This is an optimization exercise on Yosys and OpenROAD, whose aim is a short achievable clock period and few clock cycles, not a production implementation.
In this exercise RTL edits were held to simulation tests only and were not proved equivalent to the original.
Power is estimated from default activity; no workload was simulated.

### flow/constraint.sdc
create_clock -name core_clock -period 9.0 [get_ports {Clock}]
set_input_delay 1.8000 -clock core_clock [delete_from_list [all_inputs] [get_ports {Clock}]]
set_output_delay 1.8000 -clock core_clock [all_outputs]
set_load 0.01 [all_outputs]
### flow/config.mk
export PLATFORM = sky130hd
export DESIGN_NAME = IntegratedDatapath
export DESIGN_NICKNAME = IntegratedDatapath
export VERILOG_FILES = /design/flow/design.v
export SDC_FILE = /design/flow/constraint.sdc
export NUM_CORES = 4
export LEC_CHECK = 0
export CAP_MARGIN = 20
export CORE_MARGIN = 2
export CORE_UTILIZATION = 40
export SLEW_MARGIN = 20
### flow/design.v
`timescale 1ns / 1ps
module KSAdd #(parameter W = 16) (
	input  [W-1:0] a,
	input  [W-1:0] b,
	input          cin,
	output [W-1:0] s,
	output         cout
);
	localparam L = 4;    
	wire [W-1:0] p0 = a ^ b;
	wire [W-1:0] g [0:L];
	wire [W-1:0] p [0:L];
	assign g[0] = {a[W-1:1] & b[W-1:1], (a[0] & b[0]) | (p0[0] & cin)};
	assign p[0] = p0;
	genvar l, i;
	generate
		for (l = 0; l < L; l = l + 1) begin : LV
			for (i = 0; i < W; i = i + 1) begin : B
				if (i >= (1 << l)) begin : C
					assign g[l+1][i] = g[l][i] | (p[l][i] & g[l][i - (1 << l)]);
					assign p[l+1][i] = p[l][i] & p[l][i - (1 << l)];
				end else begin : P
					assign g[l+1][i] = g[l][i];
					assign p[l+1][i] = p[l][i];
				end
			end
		end
	endgenerate
	assign s = p0 ^ {g[L][W-2:0], cin};
	assign cout = g[L][W-1];
endmodule
module UCmp (
	input  [15:0] a,
	input  [15:0] b,
	output        eq,
	output        lt,
	output        gt
);
	wire ge, le;
	KSAdd u_ge (.a(a), .b(~b), .cin(1'b1), .s(), .cout(ge));
	KSAdd u_le (.a(b), .b(~a), .cin(1'b1), .s(), .cout(le));
	assign eq = a == b;
	assign lt = ~ge;
	assign gt = ~le;
endmodule
module RRAlu (
	input  [15:0] a,
	input  [15:0] b,
	input         add, sub, andf, orf, notf, comp,
	output [15:0] r
);
	wire [15:0] s_add, s_sub;
	wire        ge, le;
	KSAdd u_add (.a(a), .b(b),  .cin(1'b0), .s(s_add), .cout());
	KSAdd u_sub (.a(a), .b(~b), .cin(1'b1), .s(s_sub), .cout(ge));
	KSAdd u_le  (.a(b), .b(~a), .cin(1'b1), .s(),      .cout(le));
	wire [15:0] s_comp = ~le ? 16'd1 : ~ge ? 16'hFFFF : 16'd0;
	assign r = ({16{add}} & s_add) | ({16{sub}} & s_sub) | ({16{andf}} & (a & b)) |
		({16{orf}} & (a | b)) | ({16{notf}} & ~a) | ({16{comp}} & s_comp);
endmodule
module RIAlu (
	input  [15:0] a,
	input  [3:0]  imm,
	input         addi, sll, srl,
	output [15:0] r,
	output [15:0] ldst
);
	wire [15:0] s_addi;
	KSAdd u_addi (.a(a), .b({{12{imm[3]}}, imm}), .cin(1'b0), .s(s_addi), .cout());
	KSAdd u_ldst (.a(a), .b({12'd0, imm}),        .cin(1'b0), .s(ldst),   .cout());
	assign r = ({16{addi}} & s_addi) | ({16{sll}} & (a << imm)) | ({16{srl}} & (a >> imm));
endmodule
`timescale 1ns / 1ps
module IntegratedDatapath(
	input Reset,
	input Clock,
	output [13:0] MemAddr,
	output [15:0] MemWData,
	output MemWE,
	input [15:0] MemRData
);
localparam [4:0] OP_ADD=5'd0, OP_ADDI=5'd1, OP_SUB=5'd2, OP_JUMP=5'd3, OP_CALL=5'd4,
	OP_BEQ=5'd5, OP_BNE=5'd6, OP_LOAD=5'd7, OP_LLI=5'd8, OP_LUI=5'd9, OP_STORE=5'd10,
	OP_OR=5'd11, OP_AND=5'd12, OP_NOT=5'd13, OP_NOP=5'd14, OP_COMP=5'd15, OP_SLL=5'd16,
	OP_SRL=5'd17, OP_BLT=5'd18, OP_BGT=5'd19, OP_BLET=5'd20, OP_BGET=5'd21, OP_JR=5'd22;
localparam NB = 8;                
localparam NC = 32;               
reg  [15:0] fpc;                  
reg  [13:0] addr_q;               
reg  [13:0] st_addr;              
reg  [15:0] ras;                  
reg         d_valid;
reg  [15:0] d_pc, d_pcp2;
reg         d_hit;
reg  [NB-1:0] d_hitv;
reg  [15:0] d_tgt, d_bins;
reg         d_fc;                 
reg  [15:0] d_cir;
reg         d_mf;                 
reg         e_valid;              
reg         e_go;                 
reg         r_fl;                 
reg  [15:0] r_tg;                 
reg         e_stl;                
reg         e_rep;                
reg  [15:0] e_pc, e_pcp2, e_alt;  
reg  [15:0] e_npc;                
reg  [15:0] e_brt, e_jt, e_ir;
reg         e_pt;                 
reg         e_hit;                
reg  [NB-1:0] e_hitv;
reg         e_add, e_addi, e_sub, e_and, e_or, e_not, e_comp, e_sll, e_srl,
            e_lli, e_lui, e_call, e_jump, e_load, e_store, e_jr, e_br;
reg         e_ldv;                
reg         e_teq, e_tlt, e_tgt;  
reg         e_meq, e_mlt, e_mgt;  
reg  [3:0]  e_rs, e_rd, e_dst;
reg  [2:0]  e_rt, e_rss, e_rds;
reg  [15:0] v_rs, v_rt, v_rd, v_rss, v_rds;
reg         hx_rs, hx_rt, hx_rd, hx_rss, hx_rds;    
reg  [7:0]  e_imm;
reg         e_wr;                 
reg         x_v;                  
reg  [3:0]  x_dst;                
reg  [15:0] x_res;
reg         m_busy, m_ld, m_st;
reg  [3:0]  m_dst;
reg  [15:0] m_wdata;
reg         lw_v;                 
reg  [3:0]  lw_dst;
wire          stall;
wire [NC-1:0] chs, chh;
wire [15:0]   csd_c [0:NC], chd_c [0:NC];
assign csd_c[0] = 16'd0;
assign chd_c[0] = 16'd0;
wire [15:0]   fpc_p2;
reg           cs_hit, ch_hit;
reg  [15:0]   cs_dat, ch_dat;
reg           fs_seq, fs_hold;
wire [15:0]   d_pcm2;
KSAdd u_dpcm2 (.a(d_pc), .b(16'hFFFE), .cin(1'b0), .s(d_pcm2), .cout());
wire [13:0]   d_wm1 = d_pcm2[14:1];
wire          c_fill = d_mf & ~d_fc & ~stall;
wire          c_same = m_st & (st_addr == d_pc[14:1]);
genvar ci;
generate
	for (ci = 0; ci < NC; ci = ci + 1) begin : IC
		reg        v;
		reg [8:0]  tag;
		reg [13:0] am1;           
		reg [15:0] dat;
		always @(posedge Clock or posedge Reset)
			if (Reset) begin
				v <= 1'b0; tag <= 9'd0; am1 <= 14'd0; dat <= 16'd0;
			end else if (c_fill && d_pc[5:1] == ci && !c_same) begin
				v <= 1'b1; tag <= d_pc[14:6]; am1 <= d_wm1; dat <= MemRData;
			end else if (m_st && st_addr[4:0] == ci && tag == st_addr[13:5]) begin
				v <= 1'b0;
			end
		assign chs[ci] = v & (am1 == fpc[14:1]);
		assign chh[ci] = v & (tag == fpc[14:6]) & (fpc[5:1] == ci);
		assign csd_c[ci + 1] = csd_c[ci] | ({16{chs[ci]}} & dat);
		assign chd_c[ci + 1] = chd_c[ci] | ({16{chh[ci]}} & dat);
	end
endgenerate
wire c_hit = (fs_seq & cs_hit) | (fs_hold & ch_hit);
wire [15:0] c_dat = fs_seq ? cs_dat : ch_dat;
wire fetch = (~m_busy | c_hit) & ~stall;
KSAdd u_fpc (.a(fpc), .b(16'd2), .cin(1'b0), .s(fpc_p2), .cout());
assign MemAddr  = addr_q;
assign MemWData = m_wdata;
assign MemWE    = m_st;
wire [15:0] rf [0:15];
assign rf[0] = 16'd0;
genvar gi;
generate
	for (gi = 1; gi < 16; gi = gi + 1) begin : RF
		reg [15:0] r;
		always @(posedge Clock or posedge Reset)
			if (Reset)
				r <= 16'd0;
			else if (x_v && x_dst == gi)
				r <= x_res;
			else if (lw_v && lw_dst == gi)
				r <= MemRData;
		assign rf[gi] = r;
	end
endgenerate
wire          b_alloc, b_inval, b_fix;
wire [15:0]   b_wtgt;
wire          b_wret;
reg           bu_alloc, bu_inval, bu_fix, bu_ret;
reg  [15:0]   bu_pc, bu_ir, bu_tgt;
reg  [NB-1:0] bu_hitv;
reg  [2:0]    b_ptr;
wire [NB-1:0] hs, hh, bexist;
wire [15:0]   stgt_c [0:NB], htgt_c [0:NB];
wire [15:0]   sins_c [0:NB], hins_c [0:NB];
wire [NB:0]   sret_c, hret_c;
assign stgt_c[0] = 16'd0; assign htgt_c[0] = 16'd0;
assign sins_c[0] = 16'd0; assign hins_c[0] = 16'd0;
assign sret_c[0] = 1'b0;  assign hret_c[0] = 1'b0;
wire [15:0]   bu_pcm2;
KSAdd u_pcm2 (.a(bu_pc), .b(16'hFFFE), .cin(1'b0), .s(bu_pcm2), .cout());
reg           ps_hit, ph_hit, ps_ret, ph_ret;
reg  [NB-1:0] ps_hitv, ph_hitv;
reg  [15:0]   ps_tgt, ph_tgt, ps_ins, ph_ins;
generate
	for (gi = 0; gi < NB; gi = gi + 1) begin : BTB
		reg        v, ret;
		reg [15:0] tag, tagm2, tgt, ins;
		always @(posedge Clock or posedge Reset)
			if (Reset) begin
				v <= 1'b0; ret <= 1'b0; tag <= 16'd0; tagm2 <= 16'd0; tgt <= 16'd0; ins <= 16'd0;
			end else if (bu_alloc && b_ptr == gi) begin
				v <= 1'b1; ret <= bu_ret; tag <= bu_pc; tagm2 <= bu_pcm2; tgt <= bu_tgt; ins <= bu_ir;
			end else if (bu_inval && bu_hitv[gi]) begin
				v <= 1'b0;
			end else if (bu_fix && bu_hitv[gi]) begin
				tgt <= bu_tgt;
			end
		assign hs[gi] = v & (tagm2 == fpc);
		assign hh[gi] = v & (tag == fpc);
		assign bexist[gi] = v & (tag == e_pc);
		assign stgt_c[gi + 1] = stgt_c[gi] | ({16{hs[gi]}} & tgt);
		assign sins_c[gi + 1] = sins_c[gi] | ({16{hs[gi]}} & ins);
		assign sret_c[gi + 1] = sret_c[gi] | (hs[gi] & ret);
		assign htgt_c[gi + 1] = htgt_c[gi] | ({16{hh[gi]}} & tgt);
		assign hins_c[gi + 1] = hins_c[gi] | ({16{hh[gi]}} & ins);
		assign hret_c[gi + 1] = hret_c[gi] | (hh[gi] & ret);
	end
endgenerate
wire          f_hit  = (fs_seq & ps_hit) | (fs_hold & ph_hit);
wire [NB-1:0] bhit   = ({NB{fs_seq}} & ps_hitv) | ({NB{fs_hold}} & ph_hitv);
wire          f_ret  = fs_seq ? ps_ret : ph_ret;
wire [15:0]   f_tgt  = f_ret ? ras : fs_seq ? ps_tgt : ph_tgt;
wire [15:0]   f_ins  = fs_seq ? ps_ins : ph_ins;
wire [15:0] ir = d_fc ? d_cir : MemRData;
wire [4:0]  op = ir[15:11];
wire d_add = op == OP_ADD, d_addi = op == OP_ADDI, d_sub = op == OP_SUB;
wire d_jump = op == OP_JUMP, d_call = op == OP_CALL;
wire d_beq = op == OP_BEQ, d_bne = op == OP_BNE, d_blt = op == OP_BLT;
wire d_bgt = op == OP_BGT, d_blet = op == OP_BLET, d_bget = op == OP_BGET;
wire d_load = op == OP_LOAD, d_store = op == OP_STORE;
wire d_lli = op == OP_LLI, d_lui = op == OP_LUI;
wire d_or = op == OP_OR, d_and = op == OP_AND, d_not = op == OP_NOT;
wire d_comp = op == OP_COMP, d_sll = op == OP_SLL, d_srl = op == OP_SRL;
wire d_jr = op == OP_JR;
wire d_br = d_beq | d_bne | d_blt | d_bgt | d_blet | d_bget;
wire d_rtype = d_add | d_sub | d_or | d_and | d_comp;
wire [3:0] i_rs = ir[6:3], i_rt = {1'b0, ir[2:0]}, i_rd = ir[10:7];
wire [3:0] i_rss = {1'b0, ir[6:4]}, i_rds = {1'b0, ir[10:8]};
wire [15:0] d_rs_v  = (x_v & (x_dst == i_rs))  ? x_res : (lw_v & (lw_dst == i_rs))  ? MemRData : rf[i_rs];
wire [15:0] d_rt_v  = (x_v & (x_dst == i_rt))  ? x_res : (lw_v & (lw_dst == i_rt))  ? MemRData : rf[i_rt];
wire [15:0] d_rd_v  = (x_v & (x_dst == i_rd))  ? x_res : (lw_v & (lw_dst == i_rd))  ? MemRData : rf[i_rd];
wire [15:0] d_rss_v = (x_v & (x_dst == i_rss)) ? x_res : (lw_v & (lw_dst == i_rss)) ? MemRData : rf[i_rss];
wire [15:0] d_rds_v = (x_v & (x_dst == i_rds)) ? x_res : (lw_v & (lw_dst == i_rds)) ? MemRData : rf[i_rds];
wire [15:0] d_brt;
KSAdd u_brt (.a(d_pcp2), .b({{11{ir[3]}}, ir[3:0], 1'b0}), .cin(1'b0), .s(d_brt), .cout());
wire [15:0] d_jt  = {d_pcp2[15:11], ir[10:0]};
wire        d_sjr = d_jr & (i_rd == 4'd5);
wire        d_stk = d_jump | d_call | (d_br & ir[3]) | d_sjr;
wire [15:0] d_starget = d_sjr ? ras : (d_jump | d_call) ? d_jt : d_brt;
wire        d_match = d_hit & (ir == d_bins);    
wire        d_ptk = d_match | d_stk;
wire [15:0] d_npc = d_match ? d_tgt : d_starget;
wire        e_flush;
wire        eg = e_go & ~r_fl;
assign      stall = e_stl & ~r_fl;
wire        d_redirect = d_valid & ~e_flush & ~stall & (d_hit ? ~d_match : d_stk);
wire [15:0] d_target = d_stk ? d_starget : d_pcp2;
wire [3:0]  d_dst = d_call ? 4'd5 : (d_lli | d_lui) ? i_rds : i_rd;
wire        d_wr  = (d_rtype | d_not | d_addi | d_sll | d_srl | d_lli | d_lui | d_call) & (d_dst != 4'd0);
wire u_rs = d_rtype | d_not;
wire u_rt = d_rtype;
wire u_rd = d_store | d_br | d_jr;
wire u_rss = d_addi | d_sll | d_srl | d_load | d_store | d_br;
wire u_rds = d_lli | d_lui;
wire t_eq = d_beq | d_blet | d_bget;
wire t_lt = d_bne | d_blt | d_blet;
wire t_gt = d_bne | d_bgt | d_bget;
wire ew = eg & e_wr;
wire p_hx_rs = ew & (e_dst == i_rs), p_hx_rt = ew & (e_dst == i_rt), p_hx_rd = ew & (e_dst == i_rd);
wire p_hx_rss = ew & (e_dst == i_rss), p_hx_rds = ew & (e_dst == i_rds);
wire ml = m_ld & ~(ew & (e_dst == m_dst));
wire p_stall = ml & (
	(u_rs & (m_dst == i_rs)) | (u_rt & (m_dst == i_rt)) | (u_rd & (m_dst == i_rd)) |
	(u_rss & (m_dst == i_rss)) | (u_rds & (m_dst == i_rds)));
wire el = eg & e_ldv;
wire p_replay = el & (
	(u_rs & (e_rd == i_rs)) | (u_rt & (e_rd == i_rt)) | (u_rd & (e_rd == i_rd)) |
	(u_rss & (e_rd == i_rss)) | (u_rds & (e_rd == i_rds)));
wire [15:0] f_rs  = hx_rs  ? x_res : v_rs;
wire [15:0] f_rt  = hx_rt  ? x_res : v_rt;
wire [15:0] f_rd  = hx_rd  ? x_res : v_rd;
wire [15:0] f_rss = hx_rss ? x_res : v_rss;
wire [15:0] f_rds = hx_rds ? x_res : v_rds;
wire [15:0] rr0, rr1, rr2, rr3, ri0, ri1, la0, la1;
RRAlu u_rr0 (.a(v_rs),  .b(v_rt),  .add(e_add), .sub(e_sub), .andf(e_and), .orf(e_or), .notf(e_not), .comp(e_comp), .r(rr0));
RRAlu u_rr1 (.a(x_res), .b(v_rt),  .add(e_add), .sub(e_sub), .andf(e_and), .orf(e_or), .notf(e_not), .comp(e_comp), .r(rr1));
RRAlu u_rr2 (.a(v_rs),  .b(x_res), .add(e_add), .sub(e_sub), .andf(e_and), .orf(e_or), .notf(e_not), .comp(e_comp), .r(rr2));
RRAlu u_rr3 (.a(x_res), .b(x_res), .add(e_add), .sub(e_sub), .andf(e_and), .orf(e_or), .notf(e_not), .comp(e_comp), .r(rr3));
RIAlu u_ri0 (.a(v_rss), .imm(e_imm[3:0]), .addi(e_addi), .sll(e_sll), .srl(e_srl), .r(ri0), .ldst(la0));
RIAlu u_ri1 (.a(x_res), .imm(e_imm[3:0]), .addi(e_addi), .sll(e_sll), .srl(e_srl), .r(ri1), .ldst(la1));
wire [15:0] r_rr = hx_rs ? (hx_rt ? rr3 : rr1) : (hx_rt ? rr2 : rr0);
wire [15:0] r_ri = hx_rss ? ri1 : ri0;
wire [15:0] ldst_addr = hx_rss ? la1 : la0;
wire [15:0] r_lli  = {f_rds[15:8], e_imm};
wire [15:0] r_lui  = {e_imm, f_rds[7:0]};
wire [15:0] e_res = r_rr | r_ri |
	({16{e_lli}}  & r_lli)  | ({16{e_lui}}  & r_lui)  | ({16{e_call}} & e_pcp2);
wire e_we = eg & e_wr;
wire eq0, lt0, gt0, eq1, lt1, gt1, eq2, lt2, gt2;
UCmp u_c0 (.a(v_rd),  .b(v_rss), .eq(eq0), .lt(lt0), .gt(gt0));
UCmp u_c1 (.a(x_res), .b(v_rss), .eq(eq1), .lt(lt1), .gt(gt1));
UCmp u_c2 (.a(v_rd),  .b(x_res), .eq(eq2), .lt(lt2), .gt(gt2));
wire tk0 = (eq0 & e_teq) | (lt0 & e_tlt) | (gt0 & e_tgt);
wire tk1 = (eq1 & e_teq) | (lt1 & e_tlt) | (gt1 & e_tgt);
wire tk2 = (eq2 & e_teq) | (lt2 & e_tlt) | (gt2 & e_tgt);
wire mi0 = (eq0 & e_meq) | (lt0 & e_mlt) | (gt0 & e_mgt);
wire mi1 = (eq1 & e_meq) | (lt1 & e_mlt) | (gt1 & e_mgt);
wire mi2 = (eq2 & e_meq) | (lt2 & e_mlt) | (gt2 & e_mgt);
wire taken  = hx_rd ? (hx_rss ? e_teq : tk1) : (hx_rss ? tk2 : tk0);
wire br_mis = hx_rd ? (hx_rss ? e_meq : mi1) : (hx_rss ? mi2 : mi0);
wire jne0 = v_rd != e_npc;
wire jne1 = x_res != e_npc;
wire jr_mis = e_jr & (~e_pt | (hx_rd ? jne1 : jne0));
wire e_redirect = eg & (br_mis | jr_mis);
wire e_repl = e_rep & ~r_fl;
assign e_flush = r_fl | e_repl;
wire [15:0] e_target = r_fl ? r_tg : e_pc;
wire e_taken = e_jump | e_call | e_jr | (e_br & taken);
assign b_alloc = eg & e_taken & ~e_hit & ~(|bexist) & ~(bu_alloc & (bu_pc == e_pc));
assign b_inval = eg & e_br & ~taken & e_hit;
assign b_fix   = eg & e_jr & e_hit & jr_mis;
assign b_wtgt  = e_jr ? f_rd : e_br ? e_brt : e_jt;
assign b_wret  = e_jr & (e_rd == 4'd5);
wire [15:0] fpc_seq = fetch ? (f_hit ? f_tgt : fpc_p2) : fpc;
wire [15:0] fpc_nx = e_flush ? e_target : d_redirect ? d_target : fpc_seq;
wire        m_next = eg & (e_store | e_ldv);
always @(posedge Clock or posedge Reset) begin
	if (Reset) begin
		fpc <= 16'd0; addr_q <= 14'd0; st_addr <= 14'd0;
		cs_hit <= 1'b0; ch_hit <= 1'b0; cs_dat <= 16'd0; ch_dat <= 16'd0;
		ps_hit <= 1'b0; ph_hit <= 1'b0; ps_ret <= 1'b0; ph_ret <= 1'b0; fs_seq <= 1'b0; fs_hold <= 1'b0;
		ps_hitv <= {NB{1'b0}}; ph_hitv <= {NB{1'b0}}; ps_tgt <= 16'd0; ph_tgt <= 16'd0; ps_ins <= 16'd0; ph_ins <= 16'd0; ras <= 16'd0; b_ptr <= 3'd0;
		d_valid <= 1'b0; d_pc <= 16'd0; d_pcp2 <= 16'd0;
		d_hit <= 1'b0; d_hitv <= {NB{1'b0}}; d_tgt <= 16'd0; d_bins <= 16'd0;
		d_fc <= 1'b0; d_cir <= 16'd0; d_mf <= 1'b0;
		e_valid <= 1'b0; e_go <= 1'b0; e_stl <= 1'b0; e_rep <= 1'b0; r_fl <= 1'b0; r_tg <= 16'd0;
		e_pc <= 16'd0; e_pcp2 <= 16'd0; e_alt <= 16'd0; e_npc <= 16'd0;
		e_brt <= 16'd0; e_jt <= 16'd0; e_ir <= 16'd0;
		e_pt <= 1'b0; e_hit <= 1'b0; e_hitv <= {NB{1'b0}};
		e_add <= 1'b0; e_addi <= 1'b0; e_sub <= 1'b0; e_and <= 1'b0; e_or <= 1'b0;
		e_not <= 1'b0; e_comp <= 1'b0; e_sll <= 1'b0; e_srl <= 1'b0; e_lli <= 1'b0;
		e_lui <= 1'b0; e_call <= 1'b0; e_jump <= 1'b0; e_load <= 1'b0; e_store <= 1'b0;
		e_jr <= 1'b0; e_br <= 1'b0; e_ldv <= 1'b0;
		e_teq <= 1'b0; e_tlt <= 1'b0; e_tgt <= 1'b0; e_meq <= 1'b0; e_mlt <= 1'b0; e_mgt <= 1'b0;
		e_rs <= 4'd0; e_rd <= 4'd0; e_dst <= 4'd0; e_rt <= 3'd0; e_rss <= 3'd0; e_rds <= 3'd0;
		v_rs <= 16'd0; v_rt <= 16'd0; v_rd <= 16'd0; v_rss <= 16'd0; v_rds <= 16'd0;
		hx_rs <= 1'b0; hx_rt <= 1'b0; hx_rd <= 1'b0; hx_rss <= 1'b0; hx_rds <= 1'b0;
		e_imm <= 8'd0; e_wr <= 1'b0;
		x_v <= 1'b0; x_dst <= 4'd0; x_res <= 16'd0;
		m_busy <= 1'b0; m_ld <= 1'b0; m_st <= 1'b0; m_dst <= 4'd0; m_wdata <= 16'd0;
		lw_v <= 1'b0; lw_dst <= 4'd0;
		bu_alloc <= 1'b0; bu_inval <= 1'b0; bu_fix <= 1'b0; bu_ret <= 1'b0;
		bu_pc <= 16'd0; bu_ir <= 16'd0; bu_tgt <= 16'd0; bu_hitv <= {NB{1'b0}};
	end else begin
		fpc <= fpc_nx;
		addr_q <= m_next ? ldst_addr[14:1] : fpc_nx[14:1];
		st_addr <= ldst_addr[14:1];
		cs_hit <= |chs & ~(m_st & (st_addr == fpc_p2[14:1])); cs_dat <= csd_c[NC];
		ch_hit <= |chh & ~(m_st & (st_addr == fpc[14:1]));    ch_dat <= chd_c[NC];
		ps_hit <= |hs; ps_hitv <= hs; ps_tgt <= stgt_c[NB]; ps_ins <= sins_c[NB]; ps_ret <= sret_c[NB];
		ph_hit <= |hh; ph_hitv <= hh; ph_tgt <= htgt_c[NB]; ph_ins <= hins_c[NB]; ph_ret <= hret_c[NB];
		fs_seq  <= ~e_flush & ~d_redirect & fetch & ~f_hit;
		fs_hold <= ~e_flush & ~d_redirect & ~fetch;
		if (~stall) begin
			d_valid <= fetch & ~e_flush & ~d_redirect;
			d_pcp2 <= fpc_p2;
			d_pc <= fpc;
			d_hit <= f_hit;
			d_hitv <= bhit;
			d_tgt <= f_tgt;
			d_bins <= f_ins;
			d_fc <= c_hit;
			d_cir <= c_dat;
			d_mf <= ~m_busy;
		end
		if (d_valid & d_call & ~stall)
			ras <= d_pcp2;
		bu_alloc <= b_alloc; bu_inval <= b_inval; bu_fix <= b_fix; bu_ret <= b_wret;
		bu_pc <= e_pc; bu_ir <= e_ir; bu_tgt <= b_wtgt; bu_hitv <= e_hitv;
		if (bu_alloc)
			b_ptr <= b_ptr + 3'd1;
		if (stall) begin
			v_rs  <= (lw_v & (lw_dst == e_rs))           ? MemRData : f_rs;
			v_rt  <= (lw_v & (lw_dst == {1'b0, e_rt}))  ? MemRData : f_rt;
			v_rd  <= (lw_v & (lw_dst == e_rd))           ? MemRData : f_rd;
			v_rss <= (lw_v & (lw_dst == {1'b0, e_rss})) ? MemRData : f_rss;
			v_rds <= (lw_v & (lw_dst == {1'b0, e_rds})) ? MemRData : f_rds;
			hx_rs <= 1'b0; hx_rt <= 1'b0; hx_rd <= 1'b0; hx_rss <= 1'b0; hx_rds <= 1'b0;
			e_go <= 1'b1;
			e_stl <= 1'b0;
			e_rep <= 1'b0;
		end else begin
			e_valid <= d_valid & ~e_flush;
			e_go  <= d_valid & ~e_flush & ~p_stall & ~p_replay;
			e_stl <= d_valid & ~e_flush & p_stall & ~p_replay;
			e_rep <= d_valid & ~e_flush & p_replay;
			e_pc <= d_pc;
			e_pcp2 <= d_pcp2;
			e_alt <= d_ptk ? d_pcp2 : d_brt;
			e_npc <= d_npc;
			e_brt <= d_brt;
			e_jt <= d_jt;
			e_ir <= ir;
			e_pt <= d_ptk;
			e_hit <= d_match;
			e_hitv <= d_hitv & {NB{d_match}};
			e_add <= d_add; e_addi <= d_addi; e_sub <= d_sub; e_and <= d_and; e_or <= d_or;
			e_not <= d_not; e_comp <= d_comp; e_sll <= d_sll; e_srl <= d_srl; e_lli <= d_lli;
			e_lui <= d_lui; e_call <= d_call; e_jump <= d_jump; e_load <= d_load; e_store <= d_store;
			e_jr <= d_jr; e_br <= d_br;
			e_ldv <= d_load & (i_rd != 4'd0);
			e_teq <= t_eq; e_tlt <= t_lt; e_tgt <= t_gt;
			e_meq <= d_br & (t_eq ^ d_ptk);
			e_mlt <= d_br & (t_lt ^ d_ptk);
			e_mgt <= d_br & (t_gt ^ d_ptk);
			e_rs <= i_rs; e_rt <= ir[2:0]; e_rd <= i_rd; e_rss <= ir[6:4]; e_rds <= ir[10:8];
			v_rs <= d_rs_v; v_rt <= d_rt_v; v_rd <= d_rd_v; v_rss <= d_rss_v; v_rds <= d_rds_v;
			hx_rs <= p_hx_rs; hx_rt <= p_hx_rt; hx_rd <= p_hx_rd; hx_rss <= p_hx_rss; hx_rds <= p_hx_rds;
			e_imm <= ir[7:0];
			e_dst <= d_dst;
			e_wr <= d_wr;
		end
		x_v <= e_we;
		x_dst <= e_dst;
		x_res <= e_res;
		m_ld <= eg & e_ldv;
		m_st <= eg & e_store;
		r_fl <= e_redirect;
		r_tg <= e_jr ? f_rd : e_alt;
		m_busy <= m_next;
		m_dst <= e_rd;
		m_wdata <= f_rd;
		lw_v <= m_ld & ~(e_we & (e_dst == m_dst));
		lw_dst <= m_dst;
	end
end
endmodule
### flow/flow/run.sh
#!/bin/bash
set -uo pipefail
bash standard.sh ADDER_MAP_FILE= SETUP_SLACK_MARGIN=6.5 MATCH_CELL_FOOTPRINT=0 \
	"BUFFER_PORTS_ARGS=-buffer_cell sky130_fd_sc_hd__buf_4" finish > flow_make.log 2>&1
status=$?
tail -5 flow_make.log
exit $status
### flow/standard.sh
#!/bin/bash
# synth_recipe.tcl (not shown) runs the flow's synth.tcl, then flattens the netlist and writes it again
# the make line also repeats each setting of config.mk as NAME=value (left out here)
make -C /OpenROAD-flow-scripts/flow DESIGN_CONFIG=/design/flow/config.mk WORK_HOME=/design/flow/orfs CLKGATE_MAP_FILE= SYNTH_SCRIPT=/design/flow/synth_recipe.tcl "${@:-finish}"
==> flow_metrics.env, run 1 <==
export IMPL_ctsHoldBuffers=0
export IMPL_synth_fp_nets=15646
export IMPL_seq_area_frac_synth_pct=44.9
export IMPL_gr_total_overflow=1
export IMPL_ys_async_sr_fraction_pct=100
export IMPL_port_buffers=48
export IMPL_grt_max_degree=155
export IMPL_start_util_pct=40.1
export IMPL_rows=223
export IMPL_grt_util_all_layers_pct=46.7
export IMPL_synth_cell_area_um2=148000
export IMPL_stop_stage="global routing (5_1_grt)"
export IMPL_ys_top_cells_by_area="dfrtp_1, xnor2_1, mux2_2, nand2_1, a21oi_1"
export IMPL_chipWidth_um=612
export IMPL_ys_warnings_count=2
export IMPL_synth_top_cell_area_share_pct=44.9
export IMPL_ys_ff_latch=2655
export IMPL_synthCells=15628
export IMPL_synth_flop_cell="dfrtp_1"
export IMPL_outcome="aborted with a tool error"
export IMPL_cts_made_buffers=297
export IMPL_syn_area_per_cell_um2=9.46
export IMPL_dp_hpwl_mm=404
export IMPL_synth_cell_type_count=99
export IMPL_htree_levels=5
export IMPL_die_h_um=612
export IMPL_synth_edf_count=0
export IMPL_routabilityCongestion=1.01
export IMPL_dp_cells=19718
export IMPL_clockBufferDepth=4
export IMPL_error="[ERROR GRT-0232] Routing congestion too high. Check the congestion heatmap in the GUI."
export IMPL_ios=49
export IMPL_synth_top_area_cell="dfrtp_1"
export IMPL_cts_root_buf="clkbuf_16"
export IMPL_clock_sinks=2655
## what timing repair did
item                                    in CTS
gates resized for setup                   3456
endpoints found under the setup margin    3821
pin swaps                                  912
buffers inserted                          1134
cloned                                     412
## power by group through the flow
stage	Sequential, uW	Combinational (uW)	Clock [uW]
after floorplan	19500	16500	0
after detailed placement	22900	22200	0
after global placement	22900	21900	0
after CTS	22500	31000	12500
## stage by stage
step | utilization [%] | hold slack, ns | setup slack [ns] | cell area, um2
CTS | 53.3 | 0.377 | 5.42 | 196000
floorplan | - | 0.352 | -29.73 | 148000
detailed placement | 41.8 | 0.363 | 3.00 | 154000
global placement | 41.8 | 0.358 | 3.07 | 154000
## worst max-delay path by stage
stage	depth (start not counted)	slack (ns)	startpoint	end
2_1_floorplan	1	-29.73	Reset	BTB[0].ins[0]$_DFFE_PP0P_
3_5_place_dp	11	3.00	MemRData[15]	addr_q[12]$_DFF_PP0_
4_1_cts	14	5.42	MemRData[0]	addr_q[6]$_DFF_PP0_
3_3_place_gp	14	3.07	MemRData[10]	addr_q[11]$_DFF_PP0_
## metal layers
metal,overflow,GRT usage [%]
met1,0,51.7
met2,1,59.6
met3,0,30.5
met4,0,39.9
met5,0,14.7
## cells in the mapped netlist, types with 34 or more instances
library cell and number:
nor2b_1 152, dfrtp_1 2655, o22ai_1 39, nand3_1 393, a21o_1 50, or2_2 62
buf_1 227, nand2b_1 112, inv_1 98, a22o_1 195, nor2_1 1280, o211ai_1 103
a221oi_1 263, xnor2_1 1335, nor4_1 199, nand4_1 324, mux2_2 831, o21ai_0 612
a31oi_1 79, nand2_1 1868, o221ai_1 34, or4_1 40, xor2_1 485, nor3_1 135
a22oi_1 489, maj3_1 80, buf_2 126, a21oi_1 1171, clkbuf_1 1022, a211oi_1 92
and2_1 49, mux2i_1 477, a222oi_1 96
## cell families after synthesis
logic type,after synthesis,share of synthesized area [%]
buffers and inverters,1490,3.91
muxes,1327,9.82
DFF,2655,44.9
adders and majority gates,80,0.542
xor gates and xnor gates,1820,10.8
AOI/OAI and AO/OA,3537,15.7
and+or+nand+nor,4719,14.3
Testbench counts, summed over its fixed seeds: cycles 124,670.
==> inputs of run 2 (changes only) <==
--- a/flow/design.v
+++ b/flow/design.v
@@ -119,6 +119,7 @@
 reg  [15:0] v_rs, v_rt, v_rd, v_rss, v_rds;
 reg         hx_rs, hx_rt, hx_rd, hx_rss, hx_rds;    
 reg  [7:0]  e_imm;
+reg  [15:0] e_nimm;               
 reg         e_wr;                 
 reg         x_v;                  
 reg  [3:0]  x_dst;                
@@ -262,13 +263,16 @@
 wire        d_stk = d_jump | d_call | (d_br & ir[3]) | d_sjr;
 wire [15:0] d_starget = d_sjr ? ras : (d_jump | d_call) ? d_jt : d_brt;
 wire        d_match = d_hit & (ir == d_bins);    
-wire        d_ptk = d_match | d_stk;
-wire [15:0] d_npc = d_match ? d_tgt : d_starget;
+wire        d_zv  = (d_bne | d_beq) & (i_rss == 4'd0) & eg & e_addi & (e_dst == i_rd) &
+                    ({1'b0, e_rss} == e_dst);
+wire        d_zz  = f_rss == e_nimm;
+wire        d_ptk = d_zv ? (d_bne ^ d_zz) : (d_match | d_stk);
+wire [15:0] d_npc = (d_match & ~d_zv) ? d_tgt : d_starget;
 wire        e_flush;
 wire        eg = e_go & ~r_fl;
 assign      stall = e_stl & ~r_fl;
-wire        d_redirect = d_valid & ~e_flush & ~stall & (d_hit ? ~d_match : d_stk);
-wire [15:0] d_target = d_stk ? d_starget : d_pcp2;
+wire        d_redirect = d_valid & ~e_flush & ~stall & (d_hit ? (~d_match | ~d_ptk) : d_ptk);
+wire [15:0] d_target = d_ptk ? d_starget : d_pcp2;
 wire [3:0]  d_dst = d_call ? 4'd5 : (d_lli | d_lui) ? i_rds : i_rd;
 wire        d_wr  = (d_rtype | d_not | d_addi | d_sll | d_srl | d_lli | d_lui | d_call) & (d_dst != 4'd0);
 wire u_rs = d_rtype | d_not;
@@ -359,7 +363,7 @@
 		e_rs <= 4'd0; e_rd <= 4'd0; e_dst <= 4'd0; e_rt <= 3'd0; e_rss <= 3'd0; e_rds <= 3'd0;
 		v_rs <= 16'd0; v_rt <= 16'd0; v_rd <= 16'd0; v_rss <= 16'd0; v_rds <= 16'd0;
 		hx_rs <= 1'b0; hx_rt <= 1'b0; hx_rd <= 1'b0; hx_rss <= 1'b0; hx_rds <= 1'b0;
-		e_imm <= 8'd0; e_wr <= 1'b0;
+		e_imm <= 8'd0; e_nimm <= 16'd0; e_wr <= 1'b0;
 		x_v <= 1'b0; x_dst <= 4'd0; x_res <= 16'd0;
 		m_busy <= 1'b0; m_ld <= 1'b0; m_st <= 1'b0; m_dst <= 4'd0; m_wdata <= 16'd0;
 		lw_v <= 1'b0; lw_dst <= 4'd0;
@@ -431,6 +435,7 @@
 			v_rs <= d_rs_v; v_rt <= d_rt_v; v_rd <= d_rd_v; v_rss <= d_rss_v; v_rds <= d_rds_v;
 			hx_rs <= p_hx_rs; hx_rt <= p_hx_rt; hx_rd <= p_hx_rd; hx_rss <= p_hx_rss; hx_rds <= p_hx_rds;
 			e_imm <= ir[7:0];
+			e_nimm <= 16'd0 - {{12{ir[3]}}, ir[3:0]};
 			e_dst <= d_dst;
 			e_wr <= d_wr;
 		end
--- a/flow/config.mk
+++ b/flow/config.mk
@@ -7,5 +7,5 @@
 export LEC_CHECK = 0
 export CAP_MARGIN = 20
 export CORE_MARGIN = 2
-export CORE_UTILIZATION = 40
+export CORE_UTILIZATION = 28
 export SLEW_MARGIN = 20
==> run 2 against run 1 <==
Against the previous run: the flow again stops in global routing (5_1_grt); synthesized cell count grew 2.2%; area after synthesis grew 0.66%.
==> flow_metrics.env, run 2 <==
export IMPL_grt_max_degree=137
export IMPL_ys_warnings_count=2
export IMPL_start_util_pct=28.1
export IMPL_die_h_um=733
export IMPL_ios=49
export IMPL_synth_cell_area_um2=149000
export IMPL_stop_stage="global routing (5_1_grt)"
export IMPL_ys_top_cells_by_area="dfrtp_1, xnor2_1, nand2_1, mux2_2, a21oi_1"
export IMPL_dp_cells=22049
export IMPL_ctsHoldBuffers=0
export IMPL_synth_flop_cell="dfrtp_1"
export IMPL_synthCells=15971
export IMPL_chipWidth_um=733
export IMPL_yosys_top_cells_count="dfrtp_1, nand2_1, xnor2_1"
export IMPL_synth_top_area_cell="dfrtp_1"
export IMPL_rows=267
export IMPL_synth_fp_nets=15989
export IMPL_routabilityCongestion=1.01
export IMPL_cts_root_buf="clkbuf_16"
export IMPL_seq_area_frac_synth_pct=44.7
export IMPL_dp_hpwl_mm=413
export IMPL_ys_async_sr_fraction_pct=100
export IMPL_syn_area_per_cell_um2=9.32
export IMPL_gr_total_overflow=15
export IMPL_port_buffers=48
export IMPL_ys_ff_latch=2659
export IMPL_synth_cell_type_count=97
export IMPL_clockBufferDepth=4
export IMPL_htree_levels=5
export IMPL_outcome="aborted with a tool error"
export IMPL_clock_sinks=2659
export IMPL_synth_top_cell_area_share_pct=44.7
export IMPL_error="[ERROR GRT-0232] Routing congestion too high. Check the congestion heatmap in the GUI."
export IMPL_synth_edf_count=0
export IMPL_cts_made_buffers=304
export IMPL_grt_util_all_layers_pct=42.8
export IMPL_synth_most_common_cell="dfrtp_1"
-- run 2: metrics by stage --
stage               setup slack, ns  util, %  cell area (um2)
floorplan                    -29.78        -           149000
global placement               2.70     29.8           157000
detailed placement             2.63     29.8           157000
CTS                            5.38     38.5           204000
-- run 2: worst max path at each step --
stage	start	to	slack [ns]	depth (start not counted)
3_3_place_gp	MemRData[11]	addr_q[13]$_DFF_PP0_	2.70	12
2_1_floorplan	Reset	BTB[0].ins[0]$_DFFE_PP0P_	-29.78	1
3_5_place_dp	MemRData[11]	addr_q[13]$_DFF_PP0_	2.63	12
4_1_cts	MemRData[11]	addr_q[2]$_DFF_PP0_	5.38	13
-- run 2: cells by family after synthesis --
kind of cell,after synthesis,synth area share [%]
xor+xnor,1836,10.8
mux,1208,8.93
fa+ha+maj,88,0.593
compound gates,3579,15.8
flops,2659,44.7
buf+inv,1546,4.02
simple gates,5055,15.1
-- run 2: repair_timing --
action,4_1_cts
gates cloned,496
resized for setup,4041
pin swaps,1160
buffers inserted,1107
endpoints found under the setup margin,4076
-- run 2: power by group through the flow --
stage | logic [uW] | clock network, uW | registers [uW]
after floorplan | 17000 | 0 | 19600
after global placement | 22900 | 0 | 22900
after detailed placement | 23200 | 0 | 23000
after CTS | 33700 | 13200 | 22600
-- run 2: layer usage --
| layer | global-route usage, % | GRT overflow |
|---|---|---|
| met5 | 28.6 | 0 |
| met4 | 38.7 | 13 |
| met3 | 36.5 | 2 |
| met2 | 51.2 | 0 |
| met1 | 42.4 | 0 |
Testbench counts of run 2, summed over its fixed seeds: cycles 122,599.
